From an optimization exercise on the open Yosys and OpenROAD flow, aimed at small area; shortcuts taken in it are not production practice.
Function not checked in this run: the RTL went through the layout flow alone.
Power figures rest on the tool's default switching activity, not on a simulated workload.

### design/flow/config.mk
export PLATFORM = sky130hd
export DESIGN_NAME = myidct_less_lut
export DESIGN_NICKNAME = myidct_less_lut
export VERILOG_FILES = /design/flow/design.v
export SDC_FILE = /design/flow/constraint.sdc
export NUM_CORES = 8
export LEC_CHECK = 0
export CAP_MARGIN = 20
export CORE_MARGIN = 2
export CORE_UTILIZATION = 28
export PLACE_DENSITY = 0.4
export SLEW_MARGIN = 20
### design/flow/constraint.sdc
create_clock -name core_clock -period 15.0 [get_ports {clk}]
set_input_delay 3.0000 -clock core_clock [delete_from_list [all_inputs] [get_ports {clk}]]
set_output_delay 3.0000 -clock core_clock [all_outputs]
set_load 0.01 [all_outputs]
### design/flow/run.sh
#!/bin/bash
# synth_recipe.tcl (not shown) runs the flow's synth.tcl, then flattens the netlist and writes it again
# the make line also repeats each setting of config.mk as NAME=value (left out here)
make -C /OpenROAD-flow-scripts/flow DESIGN_CONFIG=/design/flow/config.mk WORK_HOME=/design/flow/orfs CLKGATE_MAP_FILE= SYNTH_SCRIPT=/design/flow/synth_recipe.tcl finish
### design/flow/design.v
module mult_gen_0(A, B, P);
input signed [32:0] A;
input signed [13:0] B;
output signed [53:0] P;
assign P = A * B;
endmodule
module mult_gen_1(A, B, P);
input signed [11:0] A;
input signed [13:0] B;
output signed [32:0] P;
assign P = A * B;
endmodule
`timescale 1ns / 1ps
module myidct_less_lut(clk, rst, start, dct_2d, idct_2d, rdy);
output [7:0] idct_2d; 
output rdy;
input clk, rst, start; 
input[11:0] dct_2d; 
wire[7:0] idct_2d; 
wire rdy;
integer i;
function signed [13:0] coef;
    input [2:0] k;
    input [2:0] n;
    begin
        case ({k, n})
            6'd0: coef = 14'd5793;
            6'd1: coef = 14'd5793;
            6'd2: coef = 14'd5793;
            6'd3: coef = 14'd5793;
            6'd4: coef = 14'd5793;
            6'd5: coef = 14'd5793;
            6'd6: coef = 14'd5793;
            6'd7: coef = 14'd5793;
            6'd8: coef = 14'd8035;
            6'd9: coef = 14'd6811;
            6'd10: coef = 14'd4551;
            6'd11: coef = 14'd1598;
            6'd12: coef = -14'd1598;
            6'd13: coef = -14'd4551;
            6'd14: coef = -14'd6811;
            6'd15: coef = -14'd8035;
            6'd16: coef = 14'd7568;
            6'd17: coef = 14'd3135;
            6'd18: coef = -14'd3135;
            6'd19: coef = -14'd7568;
            6'd20: coef = -14'd7568;
            6'd21: coef = -14'd3135;
            6'd22: coef = 14'd3135;
            6'd23: coef = 14'd7568;
            6'd24: coef = 14'd6811;
            6'd25: coef = -14'd1598;
            6'd26: coef = -14'd8035;
            6'd27: coef = -14'd4551;
            6'd28: coef = 14'd4551;
            6'd29: coef = 14'd8035;
            6'd30: coef = 14'd1598;
            6'd31: coef = -14'd6811;
            6'd32: coef = 14'd5793;
            6'd33: coef = -14'd5793;
            6'd34: coef = -14'd5793;
            6'd35: coef = 14'd5793;
            6'd36: coef = 14'd5793;
            6'd37: coef = -14'd5793;
            6'd38: coef = -14'd5793;
            6'd39: coef = 14'd5793;
            6'd40: coef = 14'd4551;
            6'd41: coef = -14'd8035;
            6'd42: coef = 14'd1598;
            6'd43: coef = 14'd6811;
            6'd44: coef = -14'd6811;
            6'd45: coef = -14'd1598;
            6'd46: coef = 14'd8035;
            6'd47: coef = -14'd4551;
            6'd48: coef = 14'd3135;
            6'd49: coef = -14'd7568;
            6'd50: coef = 14'd7568;
            6'd51: coef = -14'd3135;
            6'd52: coef = -14'd3135;
            6'd53: coef = 14'd7568;
            6'd54: coef = -14'd7568;
            6'd55: coef = 14'd3135;
            6'd56: coef = 14'd1598;
            6'd57: coef = -14'd4551;
            6'd58: coef = 14'd6811;
            6'd59: coef = -14'd8035;
            6'd60: coef = 14'd8035;
            6'd61: coef = -14'd6811;
            6'd62: coef = 14'd4551;
            6'd63: coef = -14'd1598;
            default: coef = 14'd0;
        endcase
    end
endfunction
reg [32:0] mem [0:63];
reg [32:0] dup_mem [0:63];
reg [5:0] mem_index;
reg [5:0] mem_index_2;
reg [5:0] mem_index_2_initial;
wire mem_rdy;
assign mem_rdy = (stage_1_cnt == 3'd0 & stage_1_cnt_valid == 1'b1) & (mem_index == 6'd56);
reg [2:0] stage_1_cnt;
reg [2:0] stage_1_cnt_i;
reg stage_1_cnt_valid; 
reg stage_1_i_valid; 
reg signed [11:0] dct_2d_signed;
reg signed [32:0] stage_1 [0:7];
reg signed [32:0] stage_1_i [0:7];
reg stage_1_rdy;
reg signed [32:0] stage_2_in;
reg signed [53:0] stage_2_i [0:7];
reg signed [53:0] stage_2 [0:7];
reg [2:0] stage_2_cnt;
reg [2:0] stage_2_cnt_i;
reg stage2_cnt_valid;
reg stage_2_rdy_i;
reg stage_2_rdy;
reg [53:0] output_buffer [0:7];
reg [53:0] output_i_0;
reg [25:0] output_i_1;
reg [25:0] output_i_2;
reg [7:0] output_i_3;
reg [8:0] output_i_4;
reg [7:0] output_final;
always @(posedge clk) begin
    if (rst) begin
        stage_1_cnt <= 3'd0;
        stage_1_cnt_valid <= 1'b0;
        stage_1_i_valid <= 1'b0;
        stage_1_cnt_i <= 3'd0;
    end
    else begin
        if (start) begin
            stage_1_cnt_i <= stage_1_cnt_i + 1;
            stage_1_i_valid <= 1'b1;
            if (stage_1_i_valid) begin
                stage_1_cnt <= stage_1_cnt + 1;
                stage_1_cnt_valid <= 1'b1;
            end
        end
    end
end
always @(*) begin
    if (rst) begin
        dct_2d_signed <= 0;
    end
    else begin
        dct_2d_signed <= dct_2d;
    end
end
reg signed [13:0] cin_0 [0:7];
wire signed [32:0] mult_out_0 [0:7];
always @(*) begin
   for (i = 0; i < 8; i = i + 1) begin
       cin_0[i] = coef(stage_1_cnt_i, i[2:0]);   
  end
end
mult_gen_1 mult_8(.P(mult_out_0[0]), .A(dct_2d_signed), .B(cin_0[0]));
mult_gen_1 mult_9(.P(mult_out_0[1]), .A(dct_2d_signed), .B(cin_0[1]));
mult_gen_1 mult_10(.P(mult_out_0[2]), .A(dct_2d_signed), .B(cin_0[2]));
mult_gen_1 mult_11(.P(mult_out_0[3]), .A(dct_2d_signed), .B(cin_0[3]));
mult_gen_1 mult_12(.P(mult_out_0[4]), .A(dct_2d_signed), .B(cin_0[4]));
mult_gen_1 mult_13(.P(mult_out_0[5]), .A(dct_2d_signed), .B(cin_0[5]));
mult_gen_1 mult_14(.P(mult_out_0[6]), .A(dct_2d_signed), .B(cin_0[6]));
mult_gen_1 mult_15(.P(mult_out_0[7]), .A(dct_2d_signed), .B(cin_0[7]));
always @(posedge clk) begin
   for (i = 0; i < 8; i = i + 1) begin
       if (rst) begin
            stage_1_i[i] <= 0;
        end
        else if (start) begin
            stage_1_i[i] <= mult_out_0[i];
        end
    end
end
always @(posedge clk) begin
   for (i = 0; i < 8; i = i + 1) begin
       if (rst) begin
            stage_1[i] <= 0;
        end
        else if (start && stage_1_i_valid) begin
            case(stage_1_cnt)
                0: stage_1[i] <= stage_1_i[i];
                1: stage_1[i] <= stage_1_i[i] + stage_1[i];
                2: stage_1[i] <= stage_1_i[i] + stage_1[i];
                3: stage_1[i] <= stage_1_i[i] + stage_1[i];
                4: stage_1[i] <= stage_1_i[i] + stage_1[i];
                5: stage_1[i] <= stage_1_i[i] + stage_1[i];
                6: stage_1[i] <= stage_1_i[i] + stage_1[i];
                7: stage_1[i] <= stage_1_i[i] + stage_1[i];
              endcase
        end
    end
end
always @(posedge clk) begin
    if (rst) begin
        mem_index <= 6'd0;
        stage_1_rdy <= 0;
    end
    else begin
        if (start) begin
            if (stage_1_cnt == 3'd0 && stage_1_cnt_valid == 1'b1) begin
                for (i = 0; i < 8; i = i + 1) begin
                    mem[mem_index + i] <= stage_1[i];
                end
                mem_index <= mem_index + 8;
                if (mem_rdy) begin
                    mem_index <= 6'd0;
                    stage_1_rdy <= 1'b1;
                end
              end
         end
    end
end
reg mem_rdy_d;
always @(posedge clk) begin
    if (rst) begin
        mem_rdy_d <= 1'b0;
    end else begin
        if (start) begin
            mem_rdy_d <= mem_rdy;
        end
    end
end
always @(posedge clk) begin
    if (start && mem_rdy_d) begin
        for (i = 0; i < 64; i = i + 1) begin
            dup_mem[i] <= mem[i];
        end
    end
end
always @(posedge clk) begin
    if (rst) begin
        stage_2_in <= 0;
        mem_index_2 <= 0;
        mem_index_2_initial <= 1;
    end else begin
        if (start && mem_rdy) begin
            stage_2_in <= mem[0];    
            mem_index_2 <= 8;
            mem_index_2_initial <= 1;
        end else begin
            if (start && stage_1_rdy) begin
                if (mem_index_2 == 8) begin
                    stage_2_in <= mem[mem_index_2];
                end else begin
                    stage_2_in <= dup_mem[mem_index_2];
                end
                if (mem_index_2[5:3] == 3'b111) begin
                    mem_index_2 <= mem_index_2_initial;
                    mem_index_2_initial <= mem_index_2_initial + 1;
                end else begin
                    mem_index_2 <= mem_index_2 + 8;
                end
            end
        end
    end
end
always @(posedge clk) begin
    if (rst) begin
        stage_2_cnt <= 3'd0;
        stage_2_rdy <= 1'b0;
        stage2_cnt_valid <= 1'b0;
        stage_2_rdy_i <= 1'b0;
        stage_2_cnt_i <= 3'd0;
    end
    else begin
        if (start && stage_1_rdy) begin
            stage_2_rdy_i <= 1'b1;
            stage_2_cnt_i <= stage_2_cnt_i + 1;
        end
        if (start && stage_2_rdy_i) begin
            stage_2_cnt <= stage_2_cnt + 1;
            stage2_cnt_valid <= 1'b1;
            if (stage_2_cnt == 3'd0 && stage2_cnt_valid == 1'b1) begin
                stage_2_rdy <= 1'b1;
            end
        end
    end
end
reg signed [13:0] cin [0:7];
wire signed [53:0] mult_out [0:7];
always @(*) begin
   for (i = 0; i < 8; i = i + 1) begin
       cin[i] = coef(stage_2_cnt_i, i[2:0]);   
  end
end
mult_gen_0 mult_0(.P(mult_out[0]), .A(stage_2_in), .B(cin[0]));
mult_gen_0 mult_1(.P(mult_out[1]), .A(stage_2_in), .B(cin[1]));
mult_gen_0 mult_2(.P(mult_out[2]), .A(stage_2_in), .B(cin[2]));
mult_gen_0 mult_3(.P(mult_out[3]), .A(stage_2_in), .B(cin[3]));
mult_gen_0 mult_4(.P(mult_out[4]), .A(stage_2_in), .B(cin[4]));
mult_gen_0 mult_5(.P(mult_out[5]), .A(stage_2_in), .B(cin[5]));
mult_gen_0 mult_6(.P(mult_out[6]), .A(stage_2_in), .B(cin[6]));
mult_gen_0 mult_7(.P(mult_out[7]), .A(stage_2_in), .B(cin[7]));
always @(posedge clk) begin
   for (i = 0; i < 8; i = i + 1) begin
       if (rst) begin
            stage_2_i[i] <= 0;
        end
        else if (start && stage_1_rdy) begin
            stage_2_i[i] <= mult_out[i];
        end
    end
end
always @(posedge clk) begin
   for (i = 0; i < 8; i = i + 1) begin
       if (rst) begin
            stage_2[i] <= 0;
        end
        else if (start && stage_2_rdy_i) begin
            case(stage_2_cnt)
                0: stage_2[i] <= stage_2_i[i];
                1: stage_2[i] <= stage_2_i[i] + stage_2[i];
                2: stage_2[i] <= stage_2_i[i] + stage_2[i];
                3: stage_2[i] <= stage_2_i[i] + stage_2[i];
                4: stage_2[i] <= stage_2_i[i] + stage_2[i];
                5: stage_2[i] <= stage_2_i[i] + stage_2[i];
                6: stage_2[i] <= stage_2_i[i] + stage_2[i];
                7: stage_2[i] <= stage_2_i[i] + stage_2[i];
              endcase
        end
    end
end
always @(posedge clk) begin
    for (i = 0; i < 8; i = i + 1) begin
        if (rst) begin
            output_buffer[i] <= 0;
        end
        else begin
            if (start && stage_2_cnt == 3'd0 && stage2_cnt_valid == 1'b1)  begin
                output_buffer[i] <= stage_2[i];
            end
        end
    end
end
always @(*) begin
    if (rst) begin
        output_final <= 0;
        output_i_0 <= 0;
        output_i_1 <= 0;
        output_i_2 <= 0;
        output_i_3 <= 0;
        output_i_4 <= 0;
    end
    else begin
        begin
            output_i_0 = output_buffer[stage_2_cnt-3'b1];
            output_i_1 = (output_i_0[53] == 1) ? ~((~output_i_0+1)>>28)+1 : output_i_0>>28;
            output_i_2 = (output_i_1[25] == 1) ? ~output_i_1+1 : output_i_1;
            output_i_3 = (|(output_i_2[25:7]) ? (output_i_1[25] == 1 ? -8'd128 : 8'd127) : output_i_1[7:0]);
            output_i_4 = {output_i_3[7], output_i_3} + 9'd128;
            output_final = output_i_4[7:0];
        end
    end
end
assign rdy = stage_2_rdy & start;
assign idct_2d =  output_final &  {8{rdy}};
endmodule
==> out/metrics.cfg <==
[timing]
slew_violations = 0
period_needed_ns = 13.93
finalSetupViolCount = 0
hold_viol = 0
fmaxAchievable_mhz = 71.8
rsz0062_at_grt = false
slew_headroom_pct = 12.3
hold_slack_ns = 0.315
fin_tns_setup_ns = 0
clock-skew-final_ns = 0.162
worstMarginPinSlew_ns = 1.31
post-route-period-util_pct = 92.9

[worst_setup_path]
worstPathArrival_ns = 10.93
endpoint_kind = output pin
cp.required_ns = 12.00
crit_path_max_fanout = 23
r2r-start = stage_2_cnt_i[1]$_SDFFE_PP0P_
critPathLaunchType = flip-flop
reg2reg_slack_ns = 1.77
crit_type = flip-flop to output pin
max_stage_delay_ns = 0.86
critical-path-slowest-cell = a211oi_1
rr_endpoint = stage_2_i[2][45]$_SDFFE_PP0P_
reg2reg_depth = 36

[routing]
wl_per_cell_um = 32.9
antenna_left = 0
drc = 0
dr.pass1.iters = 7
viasPerCell = 5.23
num_vias = 326000
totalWireLength_mm = 2050
drt_iter0_markers = 39000

[min_path]
holdPathEnd = dup_mem[15][30]$_DFFE_PP_
worst_hold_path.num_cells = 0
min_from = mem[15][30]$_DFFE_PP_
hp-class = flip-flop to flip-flop

[clocking]
cts.sinks = 5962
clock_latency_ns = 1.25
cts_buffers = 726
postCtsSetupBuffers = 0
cts_root_buf = clkbuf_16
hold_buffers = 0
htree_levels = 6
cts_tree = built
cts_max_path_buffers = 5
cts.clk_slew.worst_paths_ns = 0.06
ctsResizeCount = 0

[floorplanning]
start_util_pct = 28.1
pin_count = 24
die_h_mm = 1.23
core_mm2 = 1.51
row_count = 451
die_area_mm2 = 1.52
die_w_mm = 1.23

[finish]
final_cell_mix = 6,968 x nand2_1, 5,489 x inv_1, 4,536 x fa_1
final_common_cell = nand2_1
layout-drive-gt1-share_pct = 6.48
nNetsFinal = 48100
syn_to_final_growth_pct = 12.2
layout.cells.non_filler = 62300

[synthesis]
synth_cells = 42100
syn_avg_cell_area_um2 = 10.1
ys_warn_count = 17
synth_area_leaders = edfxtp_1 30%, fa_1 21%, dfxtp_1 8.4%
yosysSeqAreaShare_pct = 38.1
synthDistinctLibCells = 96
synth_largest_area_cell = edfxtp_1
syn_nets = 48700
ys.flop_type = edfxtp_1
synth-edff-count = 4191
yosysTopAreaCellShare_pct = 29.7
synth_seq_cells = 5962
netlist_area_mm2 = 0.423
synthArstFlopShare_pct = 0

[pwr]
p_per_area_mw_per_mm2 = 100
leakagePower_nw = 205
peakVddDrop_v = 0.000130

[grt]
grt_overflow = 0
grt_usage_pct = 26.4
grt_pass1_vias = 325000
grt_max_degree = 171
antenna_found_initial = 217
grt_pass1_wl_mm = 2800

[placement]
io_buffers = 23
dp_cells = 60900
hpwlAfterDp_mm = 1490
globalplace.congestion = 0.937

[status]
status = no timing/DRC/antenna violations

[run]
maxCapViolCount = 0

## worst max path at each step
stage,cells past startpoint,start,endpoint,slack (ns)
after detailed placement,36,stage_2_cnt_i[1]$_SDFFE_PP0P_,stage_2_i[2][45]$_SDFFE_PP0P_,2.18
final,26,stage_2_cnt[0]$_SDFFE_PP0P_,idct_2d[1],1.07
after floorplan,5,start,dup_mem[0][0]$_DFFE_PP_,-3.26
after global routing,26,stage_2_cnt[0]$_SDFFE_PP0P_,idct_2d[1],0.58
after global placement,27,stage_2_cnt[0]$_SDFFE_PP0P_,idct_2d[1],1.16
after CTS,26,stage_2_cnt[0]$_SDFFE_PP0P_,idct_2d[1],1.05
## synthesized netlist by cell type (144+ instances only)
library cell  instances
ha_1               2061
a311oi_1            337
a22oi_1             475
nor2_1             2681
or3_1               189
and2_1              969
clkbuf_1           2259
nand2b_1            282
inv_1              5492
nand2_1            6981
a21o_1             1022
xnor2_1             764
nor3_1              487
a221oi_1            308
buf_1               157
a22o_1              313
nand3_1             387
xor2_1              287
fa_1               4536
nor2b_1             543
nand4_1             209
o21ai_0            1147
a31oi_1             144
a21oi_1            2144
or2_2               147
dfxtp_1            1771
edfxtp_1           4191
a211oi_1            282
## registers in the layout (all words and copies together) (netlist names), 3 cells and up
signal and flops:
dup_mem 2079, stage_2_in 33, stage_1 264, stage_1_cnt_i 3, stage_1_i 204, mem 2112
stage_1_cnt 3, stage_2 432, output_buffer 432, stage_2_i 372, stage_2_cnt_i 3, mem_index_2 6
mem_index_2_initial 6, stage_2_cnt 3, mem_index 3
## layout make-up
class                      instances  area [um2]
fill                          156000     1030000
multi-input combinational      28200      234000
sequential                      5962      161000
tap                            20200       25200
inverter                        5500       20700
clock buffer                     938       19600
timing repair buffer            1126        9270
clock inverter                   384        4490
antenna                          100         250
## metrics by stage
stage                     area, um2  power (mW)  setup WS [ns]  utilization [%]
after floorplan              423000        24.8          -3.26                -
after CTS                    475000        47.8           1.05             31.5
after global routing         475000        49.5          0.577             31.5
after global placement       450000        29.5           1.16             29.9
final                        475000        47.6           1.07             31.5
after detailed placement     450000        29.5           2.18             29.9
## routing by layer
metal	track usage, %	up-vias	routed length (um)
met5	0	-	462
met4	10.5	64	94500
met3	4.14	2738	155000
met2	41.7	14200	925000
met1	36.2	171000	873000
li1	-	138000	-
## critical path, delay by kind of cell (launching register included)
kind,cells,cell delay [ns]
multiplexers,1,0.16
AO/OA/AOI/OAI,7,3.66
buffers and inverters,4,1.22
flip-flops,1,0.55
AND/OR/NAND/NOR,10,2.92
adder cells (fa/ha/maj),3,1.01
XOR/XNOR,1,0.17
## report_power, final
part	switching [mW]	internal [mW]	leakage [nW]
Sequential	0.674	17.7	52.7
Clock	7.84	10.4	11.7
Combinational	7.15	3.78	141
## logic make-up (layout without fill, tap and decap cells)
kind of cell	after synthesis	count (layout)	synth area share, %
simple gates	13200	13200	13.6
flops	5962	5962	38.1
xor+xnor	1051	1051	2.17
fa+ha+maj	6597	6597	27.5
compound gates	7149	7149	11.1
other cells	0	100	0
mux	151	151	0.363
buf+inv	7938	7948	7.06

## separate check: timing with driven ports
Ports are ideal in the flow. The routed layout listed here was re-timed in OpenROAD. Step 1: set_driving_cell puts a clkbuf_16 on clk and a buf_2 on each other input, an assumption about the parent block. Step 2 times the ports against the registers' clock, not the clock port: input delays grow and output delays shrink by t, the midpoint of the rising clock arrivals with the driver on. Three values: ideal, step 1, step 2; two values: the first two.
shift t [ns]: 1.336
setup WS [ns]: 1.068 / 0.901 / 1.775
slew at the worst register clock pin (ns): 0.08 / 0.08
After both steps this run still meets setup and hold. The setup slack of this run moves by -0.167 ns with the drivers and by +0.707 ns with both steps.
